Source: an optimization exercise on an open RTL-to-GDS flow (aim: small area). Production flows keep margins and buffers that such runs may drop.
At most, simulation tests tie the RTL to the original design; equivalence was not proved.
For runs 1 and 2, only the layout was checked, not whether the RTL still works.
No activity file was given, so power comes from the tool's default toggle rates.

==> flow/design.v <==
module bpm_from_interval(input [7:0] b, output reg [12:0] reload);
	always @(*) begin
		case (b)
			8'd0: reload = 13'd7842;
			8'd1: reload = 13'd7842;
			8'd2: reload = 13'd7842;
			8'd3: reload = 13'd7842;
			8'd4: reload = 13'd7842;
			8'd5: reload = 13'd7842;
			8'd6: reload = 13'd7842;
			8'd7: reload = 13'd7842;
			8'd8: reload = 13'd7842;
			8'd9: reload = 13'd7842;
			8'd10: reload = 13'd7842;
			8'd11: reload = 13'd7842;
			8'd12: reload = 13'd7842;
			8'd13: reload = 13'd7842;
			8'd14: reload = 13'd7842;
			8'd15: reload = 13'd6453;
			8'd16: reload = 13'd6453;
			8'd17: reload = 13'd6453;
			8'd18: reload = 13'd6453;
			8'd19: reload = 13'd6453;
			8'd20: reload = 13'd6453;
			8'd21: reload = 13'd6453;
			8'd22: reload = 13'd6453;
			8'd23: reload = 13'd6453;
			8'd24: reload = 13'd6453;
			8'd25: reload = 13'd6453;
			8'd26: reload = 13'd6453;
			8'd27: reload = 13'd6453;
			8'd28: reload = 13'd6453;
			8'd29: reload = 13'd6453;
			8'd30: reload = 13'd6047;
			8'd31: reload = 13'd5681;
			8'd32: reload = 13'd5347;
			8'd33: reload = 13'd5041;
			8'd34: reload = 13'd4761;
			8'd35: reload = 13'd4503;
			8'd36: reload = 13'd4267;
			8'd37: reload = 13'd4047;
			8'd38: reload = 13'd3845;
			8'd39: reload = 13'd3658;
			8'd40: reload = 13'd3483;
			8'd41: reload = 13'd3322;
			8'd42: reload = 13'd3170;
			8'd43: reload = 13'd3029;
			8'd44: reload = 13'd2898;
			8'd45: reload = 13'd2774;
			8'd46: reload = 13'd2658;
			8'd47: reload = 13'd2551;
			8'd48: reload = 13'd2447;
			8'd49: reload = 13'd2352;
			8'd50: reload = 13'd2262;
			8'd51: reload = 13'd2176;
			8'd52: reload = 13'd2095;
			8'd53: reload = 13'd2020;
			8'd54: reload = 13'd1947;
			8'd55: reload = 13'd1878;
			8'd56: reload = 13'd1814;
			8'd57: reload = 13'd1753;
			8'd58: reload = 13'd1693;
			8'd59: reload = 13'd1639;
			8'd60: reload = 13'd1585;
			8'd61: reload = 13'd1535;
			8'd62: reload = 13'd1487;
			8'd63: reload = 13'd1442;
			8'd64: reload = 13'd1397;
			8'd65: reload = 13'd1356;
			8'd66: reload = 13'd1316;
			8'd67: reload = 13'd1278;
			8'd68: reload = 13'd1241;
			8'd69: reload = 13'd1206;
			8'd70: reload = 13'd1173;
			8'd71: reload = 13'd1141;
			8'd72: reload = 13'd1109;
			8'd73: reload = 13'd1080;
			8'd74: reload = 13'd1052;
			8'd75: reload = 13'd1024;
			8'd76: reload = 13'd998;
			8'd77: reload = 13'd973;
			8'd78: reload = 13'd948;
			8'd79: reload = 13'd925;
			8'd80: reload = 13'd903;
			8'd81: reload = 13'd880;
			8'd82: reload = 13'd860;
			8'd83: reload = 13'd839;
			8'd84: reload = 13'd820;
			8'd85: reload = 13'd801;
			8'd86: reload = 13'd783;
			8'd87: reload = 13'd765;
			8'd88: reload = 13'd748;
			8'd89: reload = 13'd731;
			8'd90: reload = 13'd716;
			8'd91: reload = 13'd700;
			8'd92: reload = 13'd686;
			8'd93: reload = 13'd671;
			8'd94: reload = 13'd656;
			8'd95: reload = 13'd644;
			8'd96: reload = 13'd630;
			8'd97: reload = 13'd617;
			8'd98: reload = 13'd605;
			8'd99: reload = 13'd594;
			8'd100: reload = 13'd581;
			8'd101: reload = 13'd570;
			8'd102: reload = 13'd559;
			8'd103: reload = 13'd549;
			8'd104: reload = 13'd538;
			8'd105: reload = 13'd528;
			8'd106: reload = 13'd518;
			8'd107: reload = 13'd509;
			8'd108: reload = 13'd499;
			8'd109: reload = 13'd490;
			8'd110: reload = 13'd482;
			8'd111: reload = 13'd473;
			8'd112: reload = 13'd465;
			8'd113: reload = 13'd457;
			8'd114: reload = 13'd448;
			8'd115: reload = 13'd441;
			8'd116: reload = 13'd434;
			8'd117: reload = 13'd426;
			8'd118: reload = 13'd419;
			8'd119: reload = 13'd413;
			8'd120: reload = 13'd405;
			8'd121: reload = 13'd399;
			8'd122: reload = 13'd392;
			8'd123: reload = 13'd386;
			8'd124: reload = 13'd380;
			8'd125: reload = 13'd374;
			8'd126: reload = 13'd368;
			8'd127: reload = 13'd363;
			8'd128: reload = 13'd357;
			8'd129: reload = 13'd351;
			8'd130: reload = 13'd346;
			8'd131: reload = 13'd341;
			8'd132: reload = 13'd335;
			8'd133: reload = 13'd331;
			8'd134: reload = 13'd326;
			8'd135: reload = 13'd321;
			8'd136: reload = 13'd316;
			8'd137: reload = 13'd312;
			8'd138: reload = 13'd307;
			8'd139: reload = 13'd303;
			8'd140: reload = 13'd299;
			8'd141: reload = 13'd294;
			8'd142: reload = 13'd291;
			8'd143: reload = 13'd286;
			8'd144: reload = 13'd283;
			8'd145: reload = 13'd278;
			8'd146: reload = 13'd275;
			8'd147: reload = 13'd271;
			8'd148: reload = 13'd267;
			8'd149: reload = 13'd264;
			8'd150: reload = 13'd261;
			8'd151: reload = 13'd257;
			8'd152: reload = 13'd253;
			8'd153: reload = 13'd251;
			8'd154: reload = 13'd247;
			8'd155: reload = 13'd244;
			8'd156: reload = 13'd241;
			8'd157: reload = 13'd238;
			8'd158: reload = 13'd234;
			8'd159: reload = 13'd232;
			8'd160: reload = 13'd229;
			8'd161: reload = 13'd227;
			8'd162: reload = 13'd223;
			8'd163: reload = 13'd221;
			8'd164: reload = 13'd218;
			8'd165: reload = 13'd215;
			8'd166: reload = 13'd213;
			8'd167: reload = 13'd211;
			8'd168: reload = 13'd207;
			8'd169: reload = 13'd206;
			8'd170: reload = 13'd203;
			8'd171: reload = 13'd200;
			8'd172: reload = 13'd199;
			8'd173: reload = 13'd196;
			8'd174: reload = 13'd194;
			8'd175: reload = 13'd191;
			8'd176: reload = 13'd190;
			8'd177: reload = 13'd187;
			8'd178: reload = 13'd185;
			8'd179: reload = 13'd183;
			8'd180: reload = 13'd181;
			8'd181: reload = 13'd180;
			8'd182: reload = 13'd177;
			8'd183: reload = 13'd175;
			8'd184: reload = 13'd173;
			8'd185: reload = 13'd172;
			8'd186: reload = 13'd170;
			8'd187: reload = 13'd167;
			8'd188: reload = 13'd167;
			8'd189: reload = 13'd164;
			8'd190: reload = 13'd162;
			8'd191: reload = 13'd161;
			8'd192: reload = 13'd160;
			8'd193: reload = 13'd157;
			8'd194: reload = 13'd156;
			8'd195: reload = 13'd155;
			8'd196: reload = 13'd152;
			8'd197: reload = 13'd152;
			8'd198: reload = 13'd149;
			8'd199: reload = 13'd149;
			8'd200: reload = 13'd147;
			8'd201: reload = 13'd145;
			8'd202: reload = 13'd144;
			8'd203: reload = 13'd142;
			8'd204: reload = 13'd141;
			8'd205: reload = 13'd140;
			8'd206: reload = 13'd138;
			8'd207: reload = 13'd137;
			8'd208: reload = 13'd136;
			8'd209: reload = 13'd134;
			8'd210: reload = 13'd134;
			8'd211: reload = 13'd131;
			8'd212: reload = 13'd131;
			8'd213: reload = 13'd130;
			8'd214: reload = 13'd128;
			8'd215: reload = 13'd127;
			8'd216: reload = 13'd126;
			8'd217: reload = 13'd124;
			8'd218: reload = 13'd124;
			8'd219: reload = 13'd122;
			8'd220: reload = 13'd121;
			8'd221: reload = 13'd121;
			8'd222: reload = 13'd119;
			8'd223: reload = 13'd118;
			8'd224: reload = 13'd117;
			8'd225: reload = 13'd116;
			8'd226: reload = 13'd115;
			8'd227: reload = 13'd114;
			8'd228: reload = 13'd113;
			8'd229: reload = 13'd111;
			8'd230: reload = 13'd111;
			8'd231: reload = 13'd110;
			8'd232: reload = 13'd109;
			8'd233: reload = 13'd109;
			8'd234: reload = 13'd107;
			8'd235: reload = 13'd106;
			8'd236: reload = 13'd105;
			8'd237: reload = 13'd105;
			8'd238: reload = 13'd103;
			8'd239: reload = 13'd103;
			8'd240: reload = 13'd102;
			8'd241: reload = 13'd101;
			8'd242: reload = 13'd100;
			8'd243: reload = 13'd100;
			8'd244: reload = 13'd98;
			8'd245: reload = 13'd98;
			8'd246: reload = 13'd97;
			8'd247: reload = 13'd96;
			8'd248: reload = 13'd95;
			8'd249: reload = 13'd95;
			8'd250: reload = 13'd94;
			8'd251: reload = 13'd93;
			8'd252: reload = 13'd92;
			8'd253: reload = 13'd92;
			8'd254: reload = 13'd7842;
			8'd255: reload = 13'd7842;
			default: reload = 13'd0;
		endcase
	end
endmodule
`timescale 1ns / 1ps
module bpmcalculator(
	input wire clk,
	input wire rst,
	input wire tick,
	input wire beat,
	output wire [7:0] bpm_out
	);
	parameter STARTING_BPM = 8'd80;
	parameter DEFAULT_BPM  = 8'd80;
	reg [7:0]  b;
	reg [12:0] d;
	reg [7:0]  buf0, buf1, buf2, buf3;
	reg        prev_beat;
	wire [12:0] reload;
	wire [7:0] bm1 = b - 8'd1;
	bpm_from_interval bfi (.b(bm1), .reload(reload));
	wire early   = (b == 8'd0) | (b[7:1] == 7'h7F);    
	wire dflt    = (b == 8'd29);
	wire timeout = dflt & (d == 13'd0);
	wire [7:0] counted_bpm = dflt ? DEFAULT_BPM : b;
	wire event_  = timeout | (beat & ~prev_beat & ~early);
	wire [9:0] bpm_sum = ({2'b00, buf0} + {2'b00, buf1}) + ({2'b00, buf2} + {2'b00, buf3});
	assign bpm_out = bpm_sum[9:2];
	always @(posedge clk) begin
		if (rst) begin
			buf0 <= STARTING_BPM;
			buf1 <= STARTING_BPM;
			buf2 <= STARTING_BPM;
			buf3 <= STARTING_BPM;
			b <= 8'd0;
			d <= 13'd7842;
			prev_beat <= 0;
		end else if (tick) begin
			if (event_) begin
				buf0 <= counted_bpm;
				buf1 <= buf0;
				buf2 <= buf1;
				buf3 <= buf2;
				prev_beat <= 1;
				b <= 8'd0;
				d <= 13'd7842;
			end else begin
				prev_beat <= beat;
				if (d == 13'd0) begin
					b <= bm1;
					d <= reload;
				end else
					d <= d - 13'd1;
			end
		end
	end
endmodule
`timescale 1ns / 1ps
module beatmaker(
	input clk,
	input rst,
	input [15:0] accel_z,
	input accel_valid,
	input [2:0] cls,        
	output reg beat
	);
	wire signed [15:0] a = accel_z;
	wire new_gt = a > 16'sd10000;
	wire new_lt = a < 16'sd10000;
	wire old_gt = (cls == 3'd3);
	wire old_lt = cls[2] | ~cls[1];
	reg xing;
	always @(posedge clk) begin
		if (rst) begin
			beat <= 0;
			xing <= 0;
		end else begin
			xing <= accel_valid & ((new_gt & old_lt) | (new_lt & old_gt));
			if (xing)
				beat <= ~beat;
		end
	end
endmodule
module BPM_lut(input [7:0] bpm, output reg [7:0] half);
	always @(*) begin
		case (bpm)
			8'd0: half = 8'd166;
			8'd1: half = 8'd166;
			8'd2: half = 8'd166;
			8'd3: half = 8'd166;
			8'd4: half = 8'd166;
			8'd5: half = 8'd166;
			8'd6: half = 8'd166;
			8'd7: half = 8'd166;
			8'd8: half = 8'd166;
			8'd9: half = 8'd166;
			8'd10: half = 8'd166;
			8'd11: half = 8'd166;
			8'd12: half = 8'd166;
			8'd13: half = 8'd166;
			8'd14: half = 8'd166;
			8'd15: half = 8'd166;
			8'd16: half = 8'd166;
			8'd17: half = 8'd166;
			8'd18: half = 8'd166;
			8'd19: half = 8'd166;
			8'd20: half = 8'd166;
			8'd21: half = 8'd166;
			8'd22: half = 8'd166;
			8'd23: half = 8'd166;
			8'd24: half = 8'd166;
			8'd25: half = 8'd166;
			8'd26: half = 8'd166;
			8'd27: half = 8'd166;
			8'd28: half = 8'd166;
			8'd29: half = 8'd166;
			8'd30: half = 8'd166;
			8'd31: half = 8'd161;
			8'd32: half = 8'd156;
			8'd33: half = 8'd151;
			8'd34: half = 8'd147;
			8'd35: half = 8'd143;
			8'd36: half = 8'd139;
			8'd37: half = 8'd135;
			8'd38: half = 8'd131;
			8'd39: half = 8'd128;
			8'd40: half = 8'd125;
			8'd41: half = 8'd122;
			8'd42: half = 8'd119;
			8'd43: half = 8'd116;
			8'd44: half = 8'd113;
			8'd45: half = 8'd111;
			8'd46: half = 8'd108;
			8'd47: half = 8'd106;
			8'd48: half = 8'd104;
			8'd49: half = 8'd102;
			8'd50: half = 8'd100;
			8'd51: half = 8'd98;
			8'd52: half = 8'd96;
			8'd53: half = 8'd94;
			8'd54: half = 8'd92;
			8'd55: half = 8'd91;
			8'd56: half = 8'd89;
			8'd57: half = 8'd87;
			8'd58: half = 8'd86;
			8'd59: half = 8'd84;
			8'd60: half = 8'd83;
			8'd61: half = 8'd82;
			8'd62: half = 8'd80;
			8'd63: half = 8'd79;
			8'd64: half = 8'd78;
			8'd65: half = 8'd77;
			8'd66: half = 8'd76;
			8'd67: half = 8'd74;
			8'd68: half = 8'd73;
			8'd69: half = 8'd72;
			8'd70: half = 8'd71;
			8'd71: half = 8'd70;
			8'd72: half = 8'd69;
			8'd73: half = 8'd68;
			8'd74: half = 8'd67;
			8'd75: half = 8'd66;
			8'd76: half = 8'd66;
			8'd77: half = 8'd65;
			8'd78: half = 8'd64;
			8'd79: half = 8'd63;
			8'd80: half = 8'd62;
			8'd81: half = 8'd61;
			8'd82: half = 8'd61;
			8'd83: half = 8'd60;
			8'd84: half = 8'd59;
			8'd85: half = 8'd59;
			8'd86: half = 8'd58;
			8'd87: half = 8'd57;
			8'd88: half = 8'd57;
			8'd89: half = 8'd56;
			8'd90: half = 8'd55;
			8'd91: half = 8'd55;
			8'd92: half = 8'd54;
			8'd93: half = 8'd54;
			8'd94: half = 8'd53;
			8'd95: half = 8'd52;
			8'd96: half = 8'd52;
			8'd97: half = 8'd51;
			8'd98: half = 8'd51;
			8'd99: half = 8'd50;
			8'd100: half = 8'd50;
			8'd101: half = 8'd49;
			8'd102: half = 8'd49;
			8'd103: half = 8'd48;
			8'd104: half = 8'd48;
			8'd105: half = 8'd47;
			8'd106: half = 8'd47;
			8'd107: half = 8'd46;
			8'd108: half = 8'd46;
			8'd109: half = 8'd46;
			8'd110: half = 8'd45;
			8'd111: half = 8'd45;
			8'd112: half = 8'd44;
			8'd113: half = 8'd44;
			8'd114: half = 8'd44;
			8'd115: half = 8'd43;
			8'd116: half = 8'd43;
			8'd117: half = 8'd42;
			8'd118: half = 8'd42;
			8'd119: half = 8'd42;
			8'd120: half = 8'd41;
			8'd121: half = 8'd41;
			8'd122: half = 8'd41;
			8'd123: half = 8'd40;
			8'd124: half = 8'd40;
			8'd125: half = 8'd40;
			8'd126: half = 8'd39;
			8'd127: half = 8'd39;
			8'd128: half = 8'd39;
			8'd129: half = 8'd39;
			8'd130: half = 8'd38;
			8'd131: half = 8'd38;
			8'd132: half = 8'd38;
			8'd133: half = 8'd37;
			8'd134: half = 8'd37;
			8'd135: half = 8'd37;
			8'd136: half = 8'd37;
			8'd137: half = 8'd36;
			8'd138: half = 8'd36;
			8'd139: half = 8'd36;
			8'd140: half = 8'd35;
			8'd141: half = 8'd35;
			8'd142: half = 8'd35;
			8'd143: half = 8'd35;
			8'd144: half = 8'd34;
			8'd145: half = 8'd34;
			8'd146: half = 8'd34;
			8'd147: half = 8'd34;
			8'd148: half = 8'd34;
			8'd149: half = 8'd33;
			8'd150: half = 8'd33;
			8'd151: half = 8'd33;
			8'd152: half = 8'd33;
			8'd153: half = 8'd32;
			8'd154: half = 8'd32;
			8'd155: half = 8'd32;
			8'd156: half = 8'd32;
			8'd157: half = 8'd32;
			8'd158: half = 8'd31;
			8'd159: half = 8'd31;
			8'd160: half = 8'd31;
			8'd161: half = 8'd31;
			8'd162: half = 8'd31;
			8'd163: half = 8'd30;
			8'd164: half = 8'd30;
			8'd165: half = 8'd30;
			8'd166: half = 8'd30;
			8'd167: half = 8'd30;
			8'd168: half = 8'd30;
			8'd169: half = 8'd29;
			8'd170: half = 8'd29;
			8'd171: half = 8'd29;
			8'd172: half = 8'd29;
			8'd173: half = 8'd29;
			8'd174: half = 8'd28;
			8'd175: half = 8'd28;
			8'd176: half = 8'd28;
			8'd177: half = 8'd28;
			8'd178: half = 8'd28;
			8'd179: half = 8'd28;
			8'd180: half = 8'd28;
			8'd181: half = 8'd27;
			8'd182: half = 8'd27;
			8'd183: half = 8'd27;
			8'd184: half = 8'd27;
			8'd185: half = 8'd27;
			8'd186: half = 8'd27;
			8'd187: half = 8'd26;
			8'd188: half = 8'd26;
			8'd189: half = 8'd26;
			8'd190: half = 8'd26;
			8'd191: half = 8'd26;
			8'd192: half = 8'd26;
			8'd193: half = 8'd26;
			8'd194: half = 8'd26;
			8'd195: half = 8'd25;
			8'd196: half = 8'd25;
			8'd197: half = 8'd25;
			8'd198: half = 8'd25;
			8'd199: half = 8'd25;
			8'd200: half = 8'd25;
			8'd201: half = 8'd25;
			8'd202: half = 8'd25;
			8'd203: half = 8'd24;
			8'd204: half = 8'd24;
			8'd205: half = 8'd24;
			8'd206: half = 8'd24;
			8'd207: half = 8'd24;
			8'd208: half = 8'd24;
			8'd209: half = 8'd24;
			8'd210: half = 8'd24;
			8'd211: half = 8'd23;
			8'd212: half = 8'd23;
			8'd213: half = 8'd23;
			8'd214: half = 8'd23;
			8'd215: half = 8'd23;
			8'd216: half = 8'd23;
			8'd217: half = 8'd23;
			8'd218: half = 8'd23;
			8'd219: half = 8'd23;
			8'd220: half = 8'd22;
			8'd221: half = 8'd22;
			8'd222: half = 8'd22;
			8'd223: half = 8'd22;
			8'd224: half = 8'd22;
			8'd225: half = 8'd22;
			8'd226: half = 8'd22;
			8'd227: half = 8'd22;
			8'd228: half = 8'd22;
			8'd229: half = 8'd22;
			8'd230: half = 8'd21;
			8'd231: half = 8'd21;
			8'd232: half = 8'd21;
			8'd233: half = 8'd21;
			8'd234: half = 8'd21;
			8'd235: half = 8'd21;
			8'd236: half = 8'd21;
			8'd237: half = 8'd21;
			8'd238: half = 8'd21;
			8'd239: half = 8'd21;
			8'd240: half = 8'd21;
			8'd241: half = 8'd20;
			8'd242: half = 8'd20;
			8'd243: half = 8'd20;
			8'd244: half = 8'd20;
			8'd245: half = 8'd20;
			8'd246: half = 8'd20;
			8'd247: half = 8'd20;
			8'd248: half = 8'd20;
			8'd249: half = 8'd20;
			8'd250: half = 8'd20;
			8'd251: half = 8'd20;
			8'd252: half = 8'd20;
			8'd253: half = 8'd20;
			8'd254: half = 8'd19;
			8'd255: half = 8'd19;
			default: half = 8'd0;
		endcase
	end
endmodule
 module BPM_prescaler(CLK, RST, TICK, BPM, slowCLK, slowRise);
	input CLK;
	input RST;
	input TICK;	 
	output slowRise;	 
	input [7:0] BPM;
	output reg slowCLK;
	wire [7:0] half;
	BPM_lut U1 (BPM, half);
	reg [7:0] counter;
	wire [7:0] counter_inc = counter + 8'd1;
	wire wrap = (counter_inc >= half);
	assign slowRise = !RST && TICK && !slowCLK && wrap;
	always @ (posedge CLK) begin
		if (RST) begin
			counter <= 0;
			slowCLK <= 0;
		end else if (TICK) begin
			counter <= counter_inc;
			if (wrap) begin
				counter <= 0;
				slowCLK <= ~slowCLK;
			end
		end
	end
endmodule
module  duration_lut (input [3:0] lookup, input [1:0] mode, output reg [15:0] duration, output reg [15:0] on_limit);
	always @(*) begin
		case (lookup)
			4'd0: duration = 16'd1000;
			4'd1: duration = 16'd1500;
			4'd2: duration = 16'd2000;
			4'd3: duration = 16'd3000;
			4'd4: duration = 16'd4500;
			4'd5: duration = 16'd6000;
			4'd6: duration = 16'd9000;
			4'd7: duration = 16'd12000;
			4'd8: duration = 16'd18000;
			4'd9: duration = 16'd24000;
			4'd10: duration = 16'd48000;
			4'd11: duration = 16'd1000;
			4'd12: duration = 16'd1000;
			4'd13: duration = 16'd1000;
			4'd14: duration = 16'd1000;
			4'd15: duration = 16'd1000;
		endcase
		case ({mode[1], mode[0], lookup})
			6'd0: on_limit = 16'd875;
			6'd1: on_limit = 16'd1375;
			6'd2: on_limit = 16'd1875;
			6'd3: on_limit = 16'd2875;
			6'd4: on_limit = 16'd4375;
			6'd5: on_limit = 16'd5750;
			6'd6: on_limit = 16'd8750;
			6'd7: on_limit = 16'd11625;
			6'd8: on_limit = 16'd17500;
			6'd9: on_limit = 16'd23375;
			6'd10: on_limit = 16'd46875;
			6'd11: on_limit = 16'd875;
			6'd12: on_limit = 16'd875;
			6'd13: on_limit = 16'd875;
			6'd14: on_limit = 16'd875;
			6'd15: on_limit = 16'd875;
			6'd16: on_limit = 16'd714;
			6'd17: on_limit = 16'd1122;
			6'd18: on_limit = 16'd1530;
			6'd19: on_limit = 16'd2346;
			6'd20: on_limit = 16'd3570;
			6'd21: on_limit = 16'd4692;
			6'd22: on_limit = 16'd7140;
			6'd23: on_limit = 16'd9486;
			6'd24: on_limit = 16'd14280;
			6'd25: on_limit = 16'd19074;
			6'd26: on_limit = 16'd38250;
			6'd27: on_limit = 16'd714;
			6'd28: on_limit = 16'd714;
			6'd29: on_limit = 16'd714;
			6'd30: on_limit = 16'd714;
			6'd31: on_limit = 16'd714;
			6'd32: on_limit = 16'd1000;
			6'd33: on_limit = 16'd1500;
			6'd34: on_limit = 16'd2000;
			6'd35: on_limit = 16'd3000;
			6'd36: on_limit = 16'd4500;
			6'd37: on_limit = 16'd6000;
			6'd38: on_limit = 16'd9000;
			6'd39: on_limit = 16'd12000;
			6'd40: on_limit = 16'd18000;
			6'd41: on_limit = 16'd24000;
			6'd42: on_limit = 16'd48000;
			6'd43: on_limit = 16'd1000;
			6'd44: on_limit = 16'd1000;
			6'd45: on_limit = 16'd1000;
			6'd46: on_limit = 16'd1000;
			6'd47: on_limit = 16'd1000;
			default: on_limit = 16'd0;
		endcase
	end
endmodule
module timing_controller (CLK, RST, TICK, BPM, MODE, NOTE, START, EN, DONE);
	input 				 CLK; 	 
	input 				 RST; 	 
	input 				 TICK; 	 
	input [1:0]		   MODE;		 
	input [3:0]			NOTE;		 
	input 			  START;     
	input [7:0] 	 	 BPM;		 
	output reg 			  EN;		 
	output reg 			DONE;		 
	wire [15:0] DURATION, ON_LIMIT;
	reg [15:0] counter;
	duration_lut dur_lut_blk (NOTE, MODE, DURATION, ON_LIMIT);
	wire slowCLK, slowRise;
	BPM_prescaler bpm_pre_blk (CLK, RST, TICK, BPM, slowCLK, slowRise);
	wire at_end = (counter == DURATION);
	wire on = (counter <= ON_LIMIT);
	always @ (posedge CLK) begin
		if (RST) begin
			EN 	  <= 1;
			counter <= 0;
			DONE 	  <= 0;
		end else if (slowRise && START) begin
			DONE <= at_end;
			counter <= at_end ? 16'd0 : counter + 16'd1;
			if (on)
				EN <= 1;
			else if (!MODE[1])
				EN <= 0;
		end
	end
endmodule
module sin_lut (input [5:0] lookup, output [7:0] value);
	wire [4:0] idx = lookup[4:0];
	wire [4:0] j = lookup[4] ? (5'd0 - idx) : idx;     
	reg [6:0] q;
	always @(*) begin
		case (j)
			5'd0:  q = 7'd0;
			5'd1:  q = 7'd12;
			5'd2:  q = 7'd24;
			5'd3:  q = 7'd37;
			5'd4:  q = 7'd48;
			5'd5:  q = 7'd60;
			5'd6:  q = 7'd70;
			5'd7:  q = 7'd80;
			5'd8:  q = 7'd90;
			5'd9:  q = 7'd98;
			5'd10: q = 7'd106;
			5'd11: q = 7'd112;
			5'd12: q = 7'd117;
			5'd13: q = 7'd122;
			5'd14: q = 7'd125;
			5'd15: q = 7'd126;
			default: q = 7'd127;
		endcase
	end
	wire zero = (idx == 5'd0);
	assign value = zero ? 8'd128 : {~lookup[5], q ^ {7{lookup[5]}}};
endmodule
module tone_lut64 (input [5:0] tone, output reg [13:0] sixty_fourth_period);
	always @(*) begin
		case (tone)
			6'd0: sixty_fourth_period = 14'd11945;
			6'd1: sixty_fourth_period = 14'd11945;
			6'd2: sixty_fourth_period = 14'd11275;
			6'd3: sixty_fourth_period = 14'd10642;
			6'd4: sixty_fourth_period = 14'd10045;
			6'd5: sixty_fourth_period = 14'd9481;
			6'd6: sixty_fourth_period = 14'd8949;
			6'd7: sixty_fourth_period = 14'd8446;
			6'd8: sixty_fourth_period = 14'd7972;
			6'd9: sixty_fourth_period = 14'd7525;
			6'd10: sixty_fourth_period = 14'd7103;
			6'd11: sixty_fourth_period = 14'd6704;
			6'd12: sixty_fourth_period = 14'd6328;
			6'd13: sixty_fourth_period = 14'd5973;
			6'd14: sixty_fourth_period = 14'd5638;
			6'd15: sixty_fourth_period = 14'd5321;
			6'd16: sixty_fourth_period = 14'd5022;
			6'd17: sixty_fourth_period = 14'd4741;
			6'd18: sixty_fourth_period = 14'd4475;
			6'd19: sixty_fourth_period = 14'd4223;
			6'd20: sixty_fourth_period = 14'd3986;
			6'd21: sixty_fourth_period = 14'd3763;
			6'd22: sixty_fourth_period = 14'd3552;
			6'd23: sixty_fourth_period = 14'd3352;
			6'd24: sixty_fourth_period = 14'd3164;
			6'd25: sixty_fourth_period = 14'd2987;
			6'd26: sixty_fourth_period = 14'd2819;
			6'd27: sixty_fourth_period = 14'd2661;
			6'd28: sixty_fourth_period = 14'd2511;
			6'd29: sixty_fourth_period = 14'd2370;
			6'd30: sixty_fourth_period = 14'd2237;
			6'd31: sixty_fourth_period = 14'd2112;
			6'd32: sixty_fourth_period = 14'd1993;
			6'd33: sixty_fourth_period = 14'd1882;
			6'd34: sixty_fourth_period = 14'd1776;
			6'd35: sixty_fourth_period = 14'd1676;
			6'd36: sixty_fourth_period = 14'd1582;
			6'd37: sixty_fourth_period = 14'd1493;
			6'd38: sixty_fourth_period = 14'd1410;
			6'd39: sixty_fourth_period = 14'd1331;
			6'd40: sixty_fourth_period = 14'd1256;
			6'd41: sixty_fourth_period = 14'd1185;
			6'd42: sixty_fourth_period = 14'd1119;
			6'd43: sixty_fourth_period = 14'd1056;
			6'd44: sixty_fourth_period = 14'd997;
			6'd45: sixty_fourth_period = 14'd941;
			6'd46: sixty_fourth_period = 14'd888;
			6'd47: sixty_fourth_period = 14'd838;
			6'd48: sixty_fourth_period = 14'd791;
			6'd49: sixty_fourth_period = 14'd791;
			6'd50: sixty_fourth_period = 14'd791;
			6'd51: sixty_fourth_period = 14'd791;
			6'd52: sixty_fourth_period = 14'd791;
			6'd53: sixty_fourth_period = 14'd791;
			6'd54: sixty_fourth_period = 14'd791;
			6'd55: sixty_fourth_period = 14'd791;
			6'd56: sixty_fourth_period = 14'd791;
			6'd57: sixty_fourth_period = 14'd791;
			6'd58: sixty_fourth_period = 14'd791;
			6'd59: sixty_fourth_period = 14'd791;
			6'd60: sixty_fourth_period = 14'd791;
			6'd61: sixty_fourth_period = 14'd791;
			6'd62: sixty_fourth_period = 14'd791;
			6'd63: sixty_fourth_period = 14'd791;
		endcase
	end
endmodule
module pwm (input CLK, input RST, input [7:0] duty, input [3:0] VOL, output P);
	reg [11:0] cnt;
	reg [7:0] x;
	reg [3:0] r;
	reg [3:0] vm1;           
	wire last = (cnt == 12'h800);
	wire fb = cnt[11] ^ cnt[10] ^ cnt[9] ^ cnt[3] ^ (cnt[10:0] == 11'd0);
	wire step = (r == 4'd0);
	assign P = |x;
	always @ (posedge CLK) begin
		if (RST) begin
			cnt <= 0;
			x <= 0;
		end else begin
			cnt <= {cnt[10:0], fb};
			if (last)
				x <= (VOL == 4'd0) ? 8'd0 : duty;
			else if (step && P)
				x <= x - 8'd1;
		end
	end
	always @ (posedge CLK) begin
		if (last) begin
			r <= VOL - 4'd1;
			vm1 <= VOL - 4'd1;
		end else
			r <= step ? vm1 : r - 4'd1;
	end
endmodule
module tone(CLK, RST, TONE, EN, VOL, P);
	input 				 CLK;		 
	input 				 RST;		 
	input 		[5:0] TONE; 	 
	input					  EN;		 
	input			[3:0]  VOL;		 
	output 					P;		 
	reg [5:0] lookup_value;		 
	wire [13:0] 	 period;			 
	wire [7:0] 	  duty_cmp;
	reg [13:0] 		counter;			 
	parameter TONE_MAX = 6'd48;
	pwm pwm_block (CLK, RST, duty_cmp, VOL, P);
	tone_lut64 tone_lut_block (TONE, period);
	sin_lut sin_lut_block (lookup_value, duty_cmp);
	always @(posedge CLK) begin
		if (RST) begin
			counter <= 0;
			lookup_value <= 0;
		end else if (EN && (VOL != 4'h0) && (TONE != 6'd0 && TONE <= TONE_MAX)) begin
			counter <= counter + 14'd1;
			if (counter >= period) begin
				counter <= 14'd0;
				lookup_value <= lookup_value + 6'd1;
			end
		end
	end
endmodule
module byte_to_BCD(input [7:0] bin, output reg [11:0] BCD);
   reg [19:0] shift;
   integer i;
   always @(*)
   begin
      shift[19:8] = 0;
      shift[7:0] = bin;
      for (i=0; i<8; i=i+1) begin
         if (shift[11:8] >= 5)
            shift[11:8] = shift[11:8] + 3;
         if (shift[15:12] >= 5)
            shift[15:12] = shift[15:12] + 3;
         if (shift[19:16] >= 5)
            shift[19:16] = shift[19:16] + 3;
         shift = shift << 1;
      end
		BCD[11:0] = shift[19:8];
   end
endmodule
module bcdtoseg(input [3:0] dig, output [6:0] nseg);
	assign nseg =
		(dig == 4'd0) ? ~7'b1111110 :
		(dig == 4'd1) ? ~7'b0110000 :
		(dig == 4'd2) ? ~7'b1101101 :
		(dig == 4'd3) ? ~7'b1111001 :
		(dig == 4'd4) ? ~7'b0110011 :
		(dig == 4'd5) ? ~7'b1011011 :
		(dig == 4'd6) ? ~7'b1011111 :
		(dig == 4'd7) ? ~7'b1110000 :
		(dig == 4'd8) ? ~7'b1111111 :
		(dig == 4'd9) ? ~7'b1111011 :
		(dig == 4'hF) ? ~7'b1100111 :	 
		~7'b0000000;
endmodule
module display(CLK, RST, BPM, PLAY, SEGA, SEGD);
	input 			CLK;		 
	input 			RST;		 
	input [7:0]		BPM;		 
	input 		  PLAY;		 
	output reg [3:0] 	SEGA; 		 
	output [7:0] 	SEGD; 		    
	wire [11:0] BCD;
	reg [3:0]			CURRENT_DIG; 
	byte_to_BCD btb_blk (BPM, BCD);
	bcdtoseg seg_disp_blk (CURRENT_DIG, SEGD[7:1]);
	assign SEGD[0] = 1;
	reg [16:0] wave;
	wire at_0     = (wave == 17'h00001);    
	wire at_24999 = (wave == 17'h0A094);
	wire at_49999 = (wave == 17'h0E622);
	wire at_74999 = (wave == 17'h01E56);
	wire at_99999 = (wave == 17'h0FCBC);    
	reg [1:0] q;
	always @(*) begin
		if (at_0)           q = 2'd0;
		else if (at_24999)  q = 2'd1;
		else if (at_49999)  q = 2'd2;
		else if (at_74999)  q = 2'd3;
		else if (!SEGA[1])  q = 2'd1;
		else if (!SEGA[2])  q = 2'd2;
		else if (!SEGA[3])  q = 2'd3;
		else                q = 2'd0;
	end
	always @(posedge CLK) begin
		if (RST) begin
			wave <= 17'h00001;
			SEGA <= 4'b1111;
			CURRENT_DIG <= 4'h0;
		end else if (at_99999) begin
			wave <= 17'h00001;
		end else begin
			wave <= {wave[15:0], wave[16] ^ wave[13]};
			case (q)
				2'd0: begin
					SEGA <= PLAY ? 4'b1111 : 4'b1110;
					CURRENT_DIG <= PLAY ? 4'h0 : 4'hF;
				end
				2'd1: begin SEGA <= 4'b1101; CURRENT_DIG <= BCD[11:8]; end
				2'd2: begin SEGA <= 4'b1011; CURRENT_DIG <= BCD[7:4]; end
				default: begin SEGA <= 4'b0111; CURRENT_DIG <= BCD[3:0]; end
			endcase
		end
	end
endmodule
`timescale 1ns / 1ps
module double_thermometer(
	input clk,
	input rst,
	input [15:0] accel_z,
	input accel_valid,
	output reg [2:0] cls,
	output wire [7:0] out
	);
	wire signed [15:0] a = accel_z;
	reg [2:0] ncls;
	always @(*) begin
		if (a == 16'd0)            ncls = 3'd0;
		else if (a[15:13] == 3'b101) ncls = 3'd4;
		else if (a[15:13] == 3'b110) ncls = 3'd5;
		else if (a[15:13] == 3'b111) ncls = 3'd6;
		else if (a > 16'sd10000)   ncls = 3'd3;
		else if (a == 16'sd10000)  ncls = 3'd2;
		else                       ncls = 3'd1;
	end
	always @(posedge clk) begin
		if (rst)
			cls <= 3'd0;
		else if (accel_valid)
			cls <= ncls;
	end
	wire z = (cls == 3'd0);
	assign out = {~cls[2] & (cls[1] | cls[0]), cls == 3'd4, cls == 3'd5, z, z, 2'b00, cls[2] & cls[1]};
endmodule
`timescale 1ns / 1ps
module audio_core(
	input clk,          
	input rst,          
	input tick,         
	input tick_1m,      
	input [15:0] accel_z,     
	input accel_valid,        
	output wire beat,   
	output [7:0] LED,   
	input PB_PLY, 	     
	input [3:0]  VOL,	  
	output P,		     
	output [3:0] SEGA,  
	output [7:0] SEGD,  
	output [7:0] BPM,   
	input [15:0] DATA,	  
	output note_req,      
	output song_end       
	);
	wire [1:0] MODE;
	wire [3:0] NOTE;
	wire [5:0] TONE;
	wire       DONE;
	wire       EN;
	reg PLAY;
	reg LATCH_PB_PLY;
	always @(posedge clk) begin
		if (rst) begin
			PLAY <= 0;
			LATCH_PB_PLY <= 0;
		end else begin
			if (PB_PLY && ~LATCH_PB_PLY)
				PLAY <= ~PLAY;
			LATCH_PB_PLY <= PB_PLY;
		end
	end
	wire cmd = DATA[15] & DATA[14];
	assign MODE     = cmd ? 2'b00 : DATA[15:14];
	assign NOTE     = cmd ? 4'b0  : DATA[3:0];
	assign TONE     = DATA[13:8];
	assign song_end = PLAY && cmd && (DATA[7:0] == 0);
	assign note_req = DONE & PLAY;
	wire [2:0] acls;
	double_thermometer LED_display (
		.clk(clk), .rst(rst), .accel_z(accel_z), .accel_valid(accel_valid),
		.cls(acls), .out(LED));
	beatmaker bm (
		.clk(clk), .rst(rst), .accel_z(accel_z), .accel_valid(accel_valid),
		.cls(acls), .beat(beat));
	bpmcalculator bpmcalc (
		.clk(clk), .rst(rst), .tick(tick), .beat(beat), .bpm_out(BPM));
	timing_controller timing_ctrl_blk (clk, rst, tick_1m, BPM, MODE, NOTE, PLAY, EN, DONE);
	display  disp_blk (clk, rst, BPM, PLAY, SEGA, SEGD);
	tone     tone_blk (clk, rst, TONE, EN & PLAY, VOL, P);
endmodule
==> flow/flow/run.sh <==
#!/bin/bash
# The standard layout (standard.sh) with these changes:
#  - synthesis: Yosys's abc step, which maps the logic between the registers
#    to cells, runs flow/area.abc (ABC's area-oriented mapping with area
#    recovery) instead of ORFS's script, and adders are not first cut out into
#    half/full-adder cells (ADDER_MAP_FILE empty), so that ABC maps them with
#    the rest. The synthesis is otherwise synth_recipe.tcl as it is, so the
#    registers, their names and their cells are the standard synthesis's.
#  - placement: every input and output port still gets a buffer, but a buf_1
#    (BUFFER_PORTS_ARGS) rather than the delay buffer buffer_ports picks.
# Every other step is the standard one. Make's output goes to flow_make.log,
# each step's log to orfs/logs/.
set -euo pipefail
W=$(pwd)
F=$W/flow
# synthesis script: an abc wrapper put in front of synth_recipe.tcl
{
	echo "proc abc {args} {"
	echo "  set i [lsearch -exact \$args -script]"
	echo "  if {\$i >= 0} { lset args [expr {\$i + 1}] {$F/area.abc} }"
	echo "  yosys abc {*}\$args"
	echo "}"
	cat "$W/synth_recipe.tcl"
} > "$W/area_synth.tcl"
# standard.sh with the synthesis script replaced and the extra settings
EXTRA="ADDER_MAP_FILE= 'BUFFER_PORTS_ARGS=-buffer_cell sky130_fd_sc_hd__buf_1'"
sed "s#SYNTH_SCRIPT=[^ ]*#SYNTH_SCRIPT=$W/area_synth.tcl $EXTRA#" "$W/standard.sh" > "$W/area_standard.sh"
grep -q "SYNTH_SCRIPT=$W/area_synth.tcl ADDER_MAP_FILE=" "$W/area_standard.sh"
bash "$W/area_standard.sh" "${@:-finish}" > "$W/flow_make.log" 2>&1
==> flow/flow/area.abc <==
strash
&get -n
&fraig -x
&put
dc2
strash
&get -n
&deepsyn -T 100
&dch -f
&nf -R 1000
&put
==> flow/standard.sh <==
#!/bin/bash
# synth_recipe.tcl (not shown) runs the flow's synth.tcl, then flattens the netlist and writes it again
# the make line also repeats each setting of config.mk as NAME=value (left out here)
make -C /OpenROAD-flow-scripts/flow DESIGN_CONFIG=/design/flow/config.mk WORK_HOME=/design/flow/orfs CLKGATE_MAP_FILE= SYNTH_SCRIPT=/design/flow/synth_recipe.tcl "${@:-finish}"
==> flow/config.mk <==
export PLATFORM = sky130hd
export DESIGN_NAME = audio_core
export DESIGN_NICKNAME = audio_core
export VERILOG_FILES = /design/flow/design.v
export SDC_FILE = /design/flow/constraint.sdc
export NUM_CORES = 4
export LEC_CHECK = 0
export CAP_MARGIN = 20
export CORE_MARGIN = 2
export CORE_UTILIZATION = 35
export CTS_BUF_LIST = sky130_fd_sc_hd__clkbuf_8
export GPL_TIMING_DRIVEN = 0
export PLACE_DENSITY = 0.55
export SLEW_MARGIN = 20
==> flow/constraint.sdc <==
create_clock -name core_clock -period 10.0 [get_ports {clk}]
set_input_delay 2.0000 -clock core_clock [delete_from_list [all_inputs] [get_ports {clk}]]
set_output_delay 2.0000 -clock core_clock [all_outputs]
set_load 0.01 [all_outputs]
==> impl_results.md, run 1 <==
* Setup-violating endpoint count in the final report at 0
* Maxcap violations at 0
* Cell at the root of the clock tree: sky130_fd_sc_hd__clkbuf_8
* Total count of max-transition violations in the final report at 0
* Area used by multi-input combinational logic at roughly 8500 sq um
* Slew HR at 0.246
* Placer Congestion at slightly below 1
* Routed wire length at about 36,000 um
* Area of the core at 33,400 sq um
* ANT nets after route at 0
* Number of distinct library cell variants in the gate-level netlist after synthesis at 64
* Yosys warns at 15
* Synthesized instance count at ~1,700
* Time the final worst path needs with I/O delays and setup at 9.07 ns
* Slowest CP cell: sky130_fd_sc_hd__maj3_1
* Clock slew seen by the registers of the worst setup and hold paths at around 0.09 ns
* Chip Height at between 150 and 200 um
* Post-route fraction of the period consumed by the critical path at 0.907
* Dominant cells by area after synthesis: sky130_fd_sc_hd__dfxtp_1 27%, sky130_fd_sc_hd__nand2_1 8.6%, sky130_fd_sc_hd__a21oi_1 8.2%, sky130_fd_sc_hd__nor2_1 7.4%, sky130_fd_sc_hd__o21ai_0 5.8%
* Number of buffers inserted during clock tree synthesis at 17
* H-tree levels at 4
* Setup repair after global routing missed its margin: false
* Register bit count reported by yosys at ~160
* Worst Setup End Kind: flip-flop
* Crit start category: flip-flop
* Clock Skew at 0.0175 ns
* Starting DRT DRC Count at ~1,200
* Met2 Resource Use GR at 0.318
* Most common flop cell mapped by yosys: sky130_fd_sc_hd__dfxtp_1
* GRT Resource Usage Total at 0.201
* Delay of the slowest cell on the worst path at 0.43 ns
* Register Area at 3260 sq um
* Category of cells accounting for the largest share of critical-path delay: simple AND/OR/NAND/NOR gates
* Port-buffer cells at 70
* Cell row count at 67
* Kind of critical path: flip-flop to flip-flop
* Measured slew at the worst slew-check pin at ~1.1 ns
* Filler cell count at between 3,000 and 4,000
* Largest net degree at the start of global routing at 35
* Count of hold-fix buffers inserted at cts at 0
* Ports at 74
* Critical Path Fanout Max at 12
* Count of cell instances traversed by the critical path at 37
* Wire length of the first global-routing pass at 59,800 um
* Synthesis-to-finish area growth at 14.2%
* Sequential fraction of the synthesis area at 0.277
* Count of vias placed by the detailed router at around 13,000
* TritonCTS Sinks at roughly 160
* Die area at 35,200 sq um
* Number of enable flip-flop cells after synthesis at 4
* Setup WS pre-CTS at slightly below 0.03 ns
* Met3 Use GR at 0.0314
* Portion of synthesized cell area occupied by the leading cell type at 0.267
* Cell mode on critical path: sky130_fd_sc_hd__maj3_1
* Cell area after technology mapping at roughly 12,000 sq um
* Routed length per placed instance at 15.9 um
* Per-cell via count in the routed design at 5.82
* Number of detailed-route iterations in the first pass at 6
* Logic depth of the worst register-to-register path at 37
* Number of hold violations in the final report at 0
* Global-route track usage on met1 at 0.271
* Count of antenna diodes in the layout at 0
* Die width at ~190 um
* Fraction of registers with async set/reset at 0
* Cell taking the most area after synthesis: sky130_fd_sc_hd__dfxtp_1
* Final critical-path setup slack at ~0.93 ns
* Number of nets at the end of the flow at 1,868
* Data required, critical path at 10.33 ns
* Clk buf depth at 2
* Congestion Overflow GR at 0
* Vias in the first global route at around 12,000
* Peak supply drop at just over 0.08 mV
* Arr. time, crit path at 9.40 ns
* Mean cell area of the mapped netlist at ~6.9 sq um
* Final core occ at 0.403
* Initial cell density of the core at 0.353
* Setup Total Neg Slack at 0 ns
* Clock latency at the later pin of the worst-skew pair at 0.46 ns
* Remaining routing DRC violations at 0
* Combined buffer and inverter count along the critical path at 2
* Most congested layer reported by global routing: met2
* Initial antenna violation count at 0
* Power density cells at 128 nW/um^2
* Fraction of final layout cells with drive strength greater than 1 at 0.0419
* Outcome: finished clean
* Number of instances on the worst hold path at 2
* DP HPWL at roughly 26,000 um
* Hold Path Class: flip-flop to flip-flop
* Highest Clock Rate at approximately 0.11 GHz
* Leakage power at 4.76 nW
* Clock tree from TritonCTS: built
## routing by layer
| metal | wire length [um] | part of all wire |
|---|---|---|
| met1 | 16800 | 0.46 |
| met2 | 15900 | 0.44 |
| met4 | 1220 | 0.033 |
| met5 | 0 | 0 |
| met3 | 2610 | 0.072 |
## tightest hold or removal path, stage by stage (launching register included)
cell and delay, ns:
sky130_fd_sc_hd__dfxtp_1 0.31, sky130_fd_sc_hd__nand2_1 0.05, sky130_fd_sc_hd__nand2_1 0.04
## power breakdown
| part | total, mW | internal (mW) | switching [mW] | leakage [nW] |
|---|---|---|---|---|
| logic | 0.524 | 0.182 | 0.342 | 3.24 |
| registers | 0.698 | 0.668 | 0.0298 | 1.31 |
| clock network | 0.504 | 0.253 | 0.251 | 0.212 |
| total | 1.73 | 1.10 | 0.623 | 4.76 |
## cell families (layout without fill, tap and decap cells)
group | count (synthesis) | after routing | synth area share
AO/OA/AOI/OAI | 564 | 564 | 0.294
adder cells (fa/ha/maj) | 17 | 17 | 0.0144
flip-flops | 161 | 161 | 0.277
buffers and inverters | 43 | 164 | 0.0153
multiplexers | 4 | 4 | 0.00361
XOR/XNOR | 93 | 94 | 0.0691
AND/OR/NAND/NOR | 831 | 831 | 0.326
other | 2 | 3 | 0.000637
## Yosys cell counts, drive strengths merged, types with 33 or more instances
cell type  number
and2           35
nand2         269
nor3           74
xor2           35
o21ai         136
dfxtp         157
nor2b          44
nand2b         34
xnor2          58
nor2          231
clkinv         38
nand3          39
a21oi         194
a31oi          33
## timing repair
| action | in CTS | in global routing |
|---|---|---|
| setup buffers | 0 | 11 |
| resized for setup | 1 | 16 |
| gates cloned | 0 | 1 |
| endpoints found under the setup margin | 1 | 7 |
## worst paths after layout
kind | from | end | slack (ns)
setup / recovery | bpmcalc.buf2[1]$_SDFFE_PP0P_ | timing_ctrl_blk.counter[15]$_SDFFE_PP0P_ | 0.93
hold / removal | timing_ctrl_blk.DONE$_SDFFE_PP0P_ | timing_ctrl_blk.DONE$_SDFFE_PP0P_ | 0.44
setup reg to reg | bpmcalc.buf2[1]$_SDFFE_PP0P_ | timing_ctrl_blk.counter[15]$_SDFFE_PP0P_ | 0.93
hold reg to reg | timing_ctrl_blk.DONE$_SDFFE_PP0P_ | timing_ctrl_blk.DONE$_SDFFE_PP0P_ | 0.44
## through the flow
step	instance area (sq um)	hold WS [ns]	std cells	power (mW)
6_report	13500	0.445	2286	1.73
2_1_floorplan	11800	0.416	1716	1.05
3_5_place_dp	12900	0.439	2243	1.22
5_1_grt	13500	0.479	2286	1.82
3_3_place_gp	12600	0.435	2234	1.21
4_1_cts	13300	0.454	2274	1.73
## registers in the layout, summed over array words and instances (netlist names), 3 cells and up
signal	flops
disp_blk.wave	17
timing_ctrl_blk.counter	16
tone_blk.counter	14
bpmcalc.d	13
tone_blk.pwm_block.cnt	12
bpmcalc.b	8
bpmcalc.buf0	8
bpmcalc.buf1	8
bpmcalc.buf2	8
bpmcalc.buf3	8
timing_ctrl_blk.bpm_pre_blk.counter	8
tone_blk.pwm_block.x	8
tone_blk.lookup_value	6
disp_blk.CURRENT_DIG	4
disp_blk.SEGA	4
tone_blk.pwm_block.r	4
tone_blk.pwm_block.vm1	4
LED_display.cls	3
## layout make-up
| cell class | instances | area share |
|---|---|---|
| inverter | 38 | 0.0116 |
| clock inverter | 13 | 0.0118 |
| multi-input combinational | 1513 | 0.633 |
| sequential | 161 | 0.242 |
| tap | 448 | 0.0416 |
| timing repair buffer | 90 | 0.0387 |
| buffer | 5 | 0.00279 |
| clock buffer | 18 | 0.0184 |
## cell usage in the layout, fill, tap and decap left out, types with 7 or more instances in the layout
cell                       netlist  final
sky130_fd_sc_hd__nor3b_1         7      7
sky130_fd_sc_hd__clkbuf_8        0     18
sky130_fd_sc_hd__a221oi_1       11     11
sky130_fd_sc_hd__or2_0          15     15
sky130_fd_sc_hd__and3_1         22     22
sky130_fd_sc_hd__nor4_1         21     21
sky130_fd_sc_hd__o21a_1         16     16
sky130_fd_sc_hd__and2_0         35     34
sky130_fd_sc_hd__buf_1           0     69
sky130_fd_sc_hd__o21ai_0       136    136
sky130_fd_sc_hd__xor2_1         35     30
sky130_fd_sc_hd__a211o_1         8      8
sky130_fd_sc_hd__nand2_1       269    268
sky130_fd_sc_hd__dfxtp_1       157    157
sky130_fd_sc_hd__clkinv_1       38     34
sky130_fd_sc_hd__nand3_1        39     39
sky130_fd_sc_hd__a31oi_1        33     33
sky130_fd_sc_hd__nor2_1        231    228
sky130_fd_sc_hd__a21oi_1       194    193
sky130_fd_sc_hd__buf_4           5     16
sky130_fd_sc_hd__nand2b_1       34     34
sky130_fd_sc_hd__maj3_1         17     17
sky130_fd_sc_hd__o211ai_1       12     12
sky130_fd_sc_hd__nor3_1         74     74
sky130_fd_sc_hd__o221ai_1       10     10
sky130_fd_sc_hd__or3_1          18     18
sky130_fd_sc_hd__a22oi_1        12     12
sky130_fd_sc_hd__nor2b_1        44     43
sky130_fd_sc_hd__o31ai_1        15     15
sky130_fd_sc_hd__xnor2_2         0      7
sky130_fd_sc_hd__a211oi_1       29     29
sky130_fd_sc_hd__o22ai_1        21     21
sky130_fd_sc_hd__xnor2_1        58     51
==> run 2, diff against run 1 <==
--- a/flow/flow/run.sh
+++ b/flow/flow/run.sh
@@ -9,4 +9,6 @@
 #  - placement: every input and output port still gets a buffer, but a buf_1
 #    (BUFFER_PORTS_ARGS) rather than the delay buffer buffer_ports picks.
+#  - clock tree: no dummy loads (CTS_ARGS: the standard arguments and the
+#    buffer list, with -dont_use_dummy_load).
 # Every other step is the standard one. Make's output goes to flow_make.log,
 # each step's log to orfs/logs/.
@@ -27,3 +29,4 @@
 sed "s#SYNTH_SCRIPT=[^ ]*#SYNTH_SCRIPT=$W/area_synth.tcl $EXTRA#" "$W/standard.sh" > "$W/area_standard.sh"
 grep -q "SYNTH_SCRIPT=$W/area_synth.tcl ADDER_MAP_FILE=" "$W/area_standard.sh"
+export CTS_ARGS="-sink_clustering_enable -repair_clock_nets -buf_list {sky130_fd_sc_hd__clkbuf_4 sky130_fd_sc_hd__clkbuf_8} -dont_use_dummy_load"
 bash "$W/area_standard.sh" "${@:-finish}" > "$W/flow_make.log" 2>&1
--- a/flow/config.mk
+++ b/flow/config.mk
@@ -9,5 +9,5 @@
 export CORE_MARGIN = 2
 export CORE_UTILIZATION = 35
-export CTS_BUF_LIST = sky130_fd_sc_hd__clkbuf_8
+export CTS_BUF_LIST = sky130_fd_sc_hd__clkbuf_4 sky130_fd_sc_hd__clkbuf_8
 export GPL_TIMING_DRIVEN = 0
 export PLACE_DENSITY = 0.55
==> run 2 against run 1 <==
Compared with the run above: still clean on timing, DRC and antenna; synthesized cell count is the same; utilization is 0.52 points lower; global-route usage hardly changed; final cell count fell by 0.61%; cell area down 1.3%; routed wire length about the same; critical endpoint unchanged; highest routed layer unchanged.
==> impl_results.md, run 2 <==
* Outcome: finished clean
* Cell row count at 67
* Clk buf depth at 2
* Wire length of the first global-routing pass at between 50,000 and 60,000 um
* Total count of max-transition violations in the final report at 0
* Setup repair after global routing missed its margin: false
* Peak supply drop at approximately 0.08 mV
* Die width at 188 um
* Placed Instance Area at approximately 13,000 sq um
* Cell area after technology mapping at approximately 12,000 sq um
* Cell area after layout at 13,300 sq um
* Count of antenna diodes in the layout at 0
* Mean cell area of the mapped netlist at 6.88 sq um
* Number of distinct library cell variants in the gate-level netlist after synthesis at 64
* GRT Resource Usage Total at 0.201
* Delay of the slowest cell on the worst path at between 0.4 and 0.5 ns
* Count of vias placed by the detailed router at about 13,000
* Ports at 74
* Final critical-path setup slack at 0.928 ns
* Number of hold violations in the final report at 0
* Portion of synthesized cell area occupied by the leading cell type at 0.267
* Register bit count reported by yosys at 161
* Cell mode on critical path: sky130_fd_sc_hd__maj3_1
* Clock tree from TritonCTS: built
* Non-Filler Instances at around 2,300
* Count of hold-fix buffers inserted at cts at 0
* Post-route fraction of the period consumed by the critical path at 0.907
* Most common flop cell mapped by yosys: sky130_fd_sc_hd__dfxtp_1
* Routed length per placed instance at 16.0 um
* Number of cells after detailed placement at 2,243
* Dominant cells by area after synthesis: sky130_fd_sc_hd__dfxtp_1 27%, sky130_fd_sc_hd__nand2_1 8.6%, sky130_fd_sc_hd__a21oi_1 8.2%, sky130_fd_sc_hd__nor2_1 7.4%, sky130_fd_sc_hd__o21ai_0 5.8%
* Measured slew at the worst slew-check pin at roughly 1.1 ns
* Initial antenna violation count at 0
* Number of detailed-route iterations in the first pass at 6
* Synthesis-to-finish area growth at 12.7%
* Maxcap violations at 0
* Reg with most FFs: disp_blk.wave
* Fraction of registers with async set/reset at 0
* H-tree levels at 4
* Highest-count cells in the layout ignoring fill and taps: 268 x sky130_fd_sc_hd__nand2_1, 228 x sky130_fd_sc_hd__nor2_1, 193 x sky130_fd_sc_hd__a21oi_1, 157 x sky130_fd_sc_hd__dfxtp_1, 136 x sky130_fd_sc_hd__o21ai_0
* Yosys warns at 15
* Clock slew seen by the registers of the worst setup and hold paths at 0.09 ns
* Data required, critical path at about 10 ns
* Cell with the most instances after synthesis: sky130_fd_sc_hd__nand2_1
* Arr. time, crit path at 9.39 ns
* Synthesized instance count at 1,715
* ANT nets after route at 0
* Flip-flop count of the largest register, all copies and words added at 17
* Area of the core at 33,400 sq um
* Largest net degree at the start of global routing at 35
* Leakage power at 4.67 nW
* Setup WS pre-CTS at ~0.029 ns
* Die area at between 30,000 and 40,000 sq um
* Clock Skew at approximately 0.037 ns
* Cell taking the most area after synthesis: sky130_fd_sc_hd__dfxtp_1
* Critical Path Fanout Max at 12
* Remaining routing DRC violations at 0
* Number of enable flip-flop cells after synthesis at 4
* Sequential fraction of the synthesis area at 0.277
* Most congested layer reported by global routing: met2
* Vias in the first global route at about 12,000
* Initial cell density of the core at 0.353
* Placer Congestion at around 1
* Clock latency at the later pin of the worst-skew pair at ~0.46 ns
* Worst Setup End Kind: flip-flop
* Slowest CP cell: sky130_fd_sc_hd__maj3_1
* Starting DRT DRC Count at roughly 1,300
* Number of nets at the end of the flow at about 1,900
* Time the final worst path needs with I/O delays and setup at a little over 9 ns
* Global-route track usage on met1 at 0.271
* Hold Path Class: flip-flop to flip-flop
* Crit start category: flip-flop
* Cell at the root of the clock tree: sky130_fd_sc_hd__clkbuf_8
* Routed wire length at approximately 36,000 um
* Per-cell via count in the routed design at between 5 and 6
* Power density cells at 119 nW/um^2
* Number of buffers inserted during clock tree synthesis at 17
* Slew HR at 0.238
* Top flop regs: disp_blk.wave: 17 flops, timing_ctrl_blk.counter: 16 flops, tone_blk.counter: 14 flops
* Most common cell after layout, fill and taps aside: sky130_fd_sc_hd__nand2_1
* Port-buffer cells at 70
* Fraction of final layout cells with drive strength greater than 1 at 0.0362
* TritonCTS Sinks at 161
* Met2 Resource Use GR at 0.318
* Highest Clock Rate at approximately 0.11 GHz
* Congestion Overflow GR at 0
* Kind of critical path: flip-flop to flip-flop
* Met3 Use GR at 0.0318
* Commonest cells in the netlist: 269 x sky130_fd_sc_hd__nand2_1, 231 x sky130_fd_sc_hd__nor2_1, 194 x sky130_fd_sc_hd__a21oi_1
* Setup-violating endpoint count in the final report at 0
* DP HPWL at approximately 26,000 um
* Chip Height at 188 um
-- run 2: final timing paths --
check | startpoint | to | slack (ns) | cells after the start
worst max-delay path | bpmcalc.buf2[1]$_SDFFE_PP0P_ | timing_ctrl_blk.counter[15]$_SDFFE_PP0P_ | 0.93 | 36
worst max register to register | bpmcalc.buf2[1]$_SDFFE_PP0P_ | timing_ctrl_blk.counter[15]$_SDFFE_PP0P_ | 0.93 | 36
worst min-delay path | timing_ctrl_blk.DONE$_SDFFE_PP0P_ | timing_ctrl_blk.DONE$_SDFFE_PP0P_ | 0.45 | 2
worst min register to register | timing_ctrl_blk.DONE$_SDFFE_PP0P_ | timing_ctrl_blk.DONE$_SDFFE_PP0P_ | 0.45 | 2
-- run 2: cell type report --
cell class                      instances  area (sq um)
Fill cell                            3588         20100
Sequential cell                       161          3260
Inverter                               38           156
Multi-Input combinational cell       1513          8520
Tap cell                              448           561
Buffer                                  5          37.5
Clock buffer                           17           234
Timing Repair Buffer                   90           520
-- run 2: kinds of logic after synthesis --
logic type | after synthesis | share of synthesized area
compound gates | 564 | 0.294
xor+xnor | 93 | 0.0691
fa+ha+maj | 17 | 0.0144
buf+inv | 43 | 0.0153
flops | 161 | 0.277
mux | 4 | 0.00361
other cells | 2 | 0.000637
simple gates | 831 | 0.326
-- run 2: timing repair --
item                                    in CTS  in global routing
buffers inserted                             0                 11
endpoints found under the setup margin       1                  7
endpoints found under the hold margin        0                  0
gates cloned                                 0                  1
pin swaps                                    0                  0
gates resized for setup                      1                 16
-- run 2: power breakdown --
group	switching [mW]	total, mW	leakage [nW]	internal, mW
combinational	0.343	0.525	3.24	0.182
sequential	0.0300	0.698	1.31	0.668
clock	0.210	0.360	0.122	0.150
total	0.582	1.58	4.67	1.00
-- run 2: per-layer routing --
| metal | vias to the layer above | routed length [um] |
|---|---|---|
| met2 | 618 | 15700 |
| met5 | - | 0 |
| li1 | 6524 | - |
| met3 | 113 | 2700 |
| met4 | 0 | 1260 |
| met1 | 6041 | 16700 |
-- run 2: worst max-delay path: cells and delay by family, from the launching register on --
family | cells | cell delay, ns
flip-flops | 1 | 0.34
AND/OR/NAND/NOR | 17 | 3.35
AO/OA/AOI/OAI | 6 | 1.05
XOR/XNOR | 4 | 1.22
buffers and inverters | 3 | 0.53
adder cells (fa/ha/maj) | 6 | 2.45
-- run 2: metrics by stage --
step	utilization	setup TNS, ns	hold WS, ns	power (mW)
3_3_place_gp	0.378	-1.42	0.435	1.21
4_1_cts	0.392	0	0.454	1.58
6_report	0.398	0	0.445	1.58
3_5_place_dp	0.385	0	0.439	1.22
2_1_floorplan	-	0	0.416	1.05
5_1_grt	0.398	0	0.477	1.68
==> run 3, diff against run 2 <==
--- a/flow/design.v
+++ b/flow/design.v
@@ -2,19 +2,19 @@
 	always @(*) begin
 		case (b)
-			8'd0: reload = 13'd7842;
-			8'd1: reload = 13'd7842;
-			8'd2: reload = 13'd7842;
-			8'd3: reload = 13'd7842;
-			8'd4: reload = 13'd7842;
-			8'd5: reload = 13'd7842;
-			8'd6: reload = 13'd7842;
-			8'd7: reload = 13'd7842;
-			8'd8: reload = 13'd7842;
-			8'd9: reload = 13'd7842;
-			8'd10: reload = 13'd7842;
-			8'd11: reload = 13'd7842;
-			8'd12: reload = 13'd7842;
-			8'd13: reload = 13'd7842;
-			8'd14: reload = 13'd7842;
+			8'd0: reload = 13'd6453;
+			8'd1: reload = 13'd6453;
+			8'd2: reload = 13'd6453;
+			8'd3: reload = 13'd6453;
+			8'd4: reload = 13'd6453;
+			8'd5: reload = 13'd6453;
+			8'd6: reload = 13'd6453;
+			8'd7: reload = 13'd6453;
+			8'd8: reload = 13'd6453;
+			8'd9: reload = 13'd6453;
+			8'd10: reload = 13'd6453;
+			8'd11: reload = 13'd6453;
+			8'd12: reload = 13'd6453;
+			8'd13: reload = 13'd6453;
+			8'd14: reload = 13'd6453;
 			8'd15: reload = 13'd6453;
 			8'd16: reload = 13'd6453;
@@ -936,39 +936,29 @@
 	bcdtoseg seg_disp_blk (CURRENT_DIG, SEGD[7:1]);
 	assign SEGD[0] = 1;
-	reg [16:0] wave;
-	wire at_0     = (wave == 17'h00001);    
-	wire at_24999 = (wave == 17'h0A094);
-	wire at_49999 = (wave == 17'h0E622);
-	wire at_74999 = (wave == 17'h01E56);
-	wire at_99999 = (wave == 17'h0FCBC);    
-	reg [1:0] q;
-	always @(*) begin
-		if (at_0)           q = 2'd0;
-		else if (at_24999)  q = 2'd1;
-		else if (at_49999)  q = 2'd2;
-		else if (at_74999)  q = 2'd3;
-		else if (!SEGA[1])  q = 2'd1;
-		else if (!SEGA[2])  q = 2'd2;
-		else if (!SEGA[3])  q = 2'd3;
-		else                q = 2'd0;
-	end
+	reg [14:0] wave;
+	reg [1:0]  quart;
+	wire qend = (wave == 15'h18CA);
+	wire last = qend & (&quart);            
+	wire [1:0] q = quart + {1'b0, qend};
 	always @(posedge CLK) begin
 		if (RST) begin
-			wave <= 17'h00001;
+			wave <= 15'h0001;
+			quart <= 2'd0;
 			SEGA <= 4'b1111;
 			CURRENT_DIG <= 4'h0;
-		end else if (at_99999) begin
-			wave <= 17'h00001;
 		end else begin
-			wave <= {wave[15:0], wave[16] ^ wave[13]};
-			case (q)
-				2'd0: begin
-					SEGA <= PLAY ? 4'b1111 : 4'b1110;
-					CURRENT_DIG <= PLAY ? 4'h0 : 4'hF;
-				end
-				2'd1: begin SEGA <= 4'b1101; CURRENT_DIG <= BCD[11:8]; end
-				2'd2: begin SEGA <= 4'b1011; CURRENT_DIG <= BCD[7:4]; end
-				default: begin SEGA <= 4'b0111; CURRENT_DIG <= BCD[3:0]; end
-			endcase
+			wave <= qend ? 15'h0001 : {wave[13:0], wave[14] ^ wave[13]};
+			quart <= q;
+			if (!last) begin
+				case (q)
+					2'd0: begin
+						SEGA <= PLAY ? 4'b1111 : 4'b1110;
+						CURRENT_DIG <= PLAY ? 4'h0 : 4'hF;
+					end
+					2'd1: begin SEGA <= 4'b1101; CURRENT_DIG <= BCD[11:8]; end
+					2'd2: begin SEGA <= 4'b1011; CURRENT_DIG <= BCD[7:4]; end
+					default: begin SEGA <= 4'b0111; CURRENT_DIG <= BCD[3:0]; end
+				endcase
+			end
 		end
 	end
--- a/flow/config.mk
+++ b/flow/config.mk
@@ -6,5 +6,5 @@
 export NUM_CORES = 4
 export LEC_CHECK = 0
-export CAP_MARGIN = 20
+export CAP_MARGIN = 10
 export CORE_MARGIN = 2
 export CORE_UTILIZATION = 35
@@ -12,3 +12,3 @@
 export GPL_TIMING_DRIVEN = 0
 export PLACE_DENSITY = 0.55
-export SLEW_MARGIN = 20
+export SLEW_MARGIN = 10
==> run 3 against run 2 <==
Compared with the run above: still clean on timing, DRC and antenna; sequential cell count is the same; routed wire length shrank 5.1%; clock skew shrank 0.0021 ns; sequential share of layout area grew 0.89 points; critical path depth grew 3; worst hold slack lost 0.0051 ns; final cell count shrank 3.4%; first-iteration DRC count shrank 17%; critical endpoint unchanged; largest cell class unchanged; largest power group unchanged; highest routed layer unchanged.
==> impl_results.md, run 3 <==
* Delay of the slowest cell on the worst path at between 0.4 and 0.5 ns
* Clock latency at the later pin of the worst-skew pair at ~0.46 ns
* Fraction of registers with async set/reset at 0
* Setup WS pre-CTS at between 0.02 and 0.025 ns
* Synthesized instance count at around 1,700
* Setup repair after global routing missed its margin: false
* Sequential fraction of the synthesis area at 0.282
* ANT nets after route at 0
* Number of detailed-route iterations in the first pass at 6
* Reg with most FFs: timing_ctrl_blk.counter
* Time the final worst path needs with I/O delays and setup at between 9 and 10 ns
* Power density cells at between 90 and 100 nW/um^2
* Maxcap violations at 0
* Arr. time, crit path at ~9.4 ns
* Vias in the first global route at 11,300
* Clock slew seen by the registers of the worst setup and hold paths at 0.09 ns
* GRT Resource Usage Total at 0.199
* Slowest CP cell: sky130_fd_sc_hd__xor2_4
* Final core occ at 0.394
* Outcome: finished clean
* Cell row count at 66
* Total count of max-transition violations in the final report at 0
* Die area at roughly 35,000 sq um
* Highest Clock Rate at between 0.1 and 0.15 GHz
* Critical Path Fanout Max at 15
* Largest net degree at the start of global routing at between 40 and 50
* Final critical-path setup slack at ~0.90 ns
* Per-cell via count in the routed design at ~5.8
* Dominant cells by area after synthesis: sky130_fd_sc_hd__dfxtp_1 27%, sky130_fd_sc_hd__nand2_1 8.3%, sky130_fd_sc_hd__nor2_1 7.3%, sky130_fd_sc_hd__a21oi_1 7.1%, sky130_fd_sc_hd__o21ai_0 6.2%
* Chip Height at 186 um
* DP HPWL at between 20,000 and 30,000 um
* Number of buffers inserted during clock tree synthesis at 17
* Cell area after layout at 12,800 sq um
* Placer Congestion at about 0.96
run 3: power breakdown:
part / total, mW / switching (mW) / internal (mW)
Clock: 0.355 / 0.205 / 0.150
Combinational: 0.193 / 0.117 / 0.0756
Sequential: 0.683 / 0.0196 / 0.663
Total: 1.23 / 0.341 / 0.889
run 3: worst paths after layout:
check	from	end	slack (ns)	depth (start not counted)
hold reg to reg	disp_blk.wave[2]$_SDFF_PP0_	disp_blk.wave[3]$_SDFF_PP0_	0.44	1
setup reg to reg	bpmcalc.buf0[1]$_SDFFE_PP0P_	timing_ctrl_blk.counter[15]$_SDFFE_PP0P_	0.90	39
setup / recovery	bpmcalc.buf0[1]$_SDFFE_PP0P_	timing_ctrl_blk.counter[15]$_SDFFE_PP0P_	0.90	39
hold / removal	disp_blk.wave[2]$_SDFF_PP0_	disp_blk.wave[3]$_SDFF_PP0_	0.44	1
run 3: worst max-delay path: cells and delay by family (launching register included):
kind | cells | cell delay (ns)
AOI/OAI and AO/OA | 10 | 1.63
and+or+nand+nor | 18 | 3.62
buffers and inverters | 1 | 0.37
DFF | 1 | 0.40
xor gates and xnor gates | 6 | 1.43
adders and majority gates | 4 | 1.51
run 3: through the flow:
step           total power [mW]  TNS (ns)
2_1_floorplan             0.824         0
3_3_place_gp              0.886    -0.287
3_5_place_dp              0.889         0
4_1_cts                    1.25         0
5_1_grt                    1.30         0
6_report                   1.23         0
run 3: what timing repair did:
action | CTS | global route
setup endpoints to repair | 0 | 6
hold buffers | 0 | 0
gates resized for setup | 0 | 7
run 3: cell type report:
cell class / count / area [sq um]
inverters: 36 / 143
well taps: 442 / 553
clock buffers: 17 / 234
repair buffers: 76 / 358
flip-flops and latches: 161 / 3260
multi-input cells: 1458 / 8230
fillers: 3510 / 19700
plain buffers: 5 / 37.5
run 3: kinds of logic (layout without fill, tap and decap cells):
kind of cell    count (synthesis)  count (layout)  synth area share
compound gates                558             558             0.298
xor+xnor                       99              99            0.0749
fa+ha+maj                      19              19            0.0164
buf+inv                        41             134            0.0149
flops                         161             161             0.282
mux                             6               6           0.00540
other cells                     2               3          0.000648
simple gates                  773             773             0.308
run 3: per-layer routing:
layer,part of all wire,global-route usage
met5,0,0
met4,0.028,0.0816
met3,0.065,0.0317
met2,0.45,0.313
met1,0.46,0.269

[port drivers added, routing unchanged]
In the flow no input, the clock included, has a driving cell. The finished layouts below were timed again as built, in two steps.
Step 1, drivers: a clkbuf_16 drives clk and a buf_2 each remaining input, both assumed.
Step 2 moves the port delays by t, midway between the first and last clock arrival at a register: inputs arrive t later, outputs are due t later. That takes back most of the time a late clock gives input paths.
Three values: ideal, step 1, step 2; two values: the first two.
run	t, ns	setup slack, ns	clock arrival spread, ns	slew at the worst register clock pin (ns)	cell pins on the clock port's net
run 1	0.502	0.933 / 0.933 / 0.933	0.024 / 0.024	0.10 / 0.10	1
run 2	0.494	0.928 / 0.928 / 0.928	0.042 / 0.042	0.09 / 0.09	1
run 3	0.484	0.897 / 0.897 / 0.897	0.035 / 0.035	0.10 / 0.10	1
After both steps setup and hold are still met in every run listed.
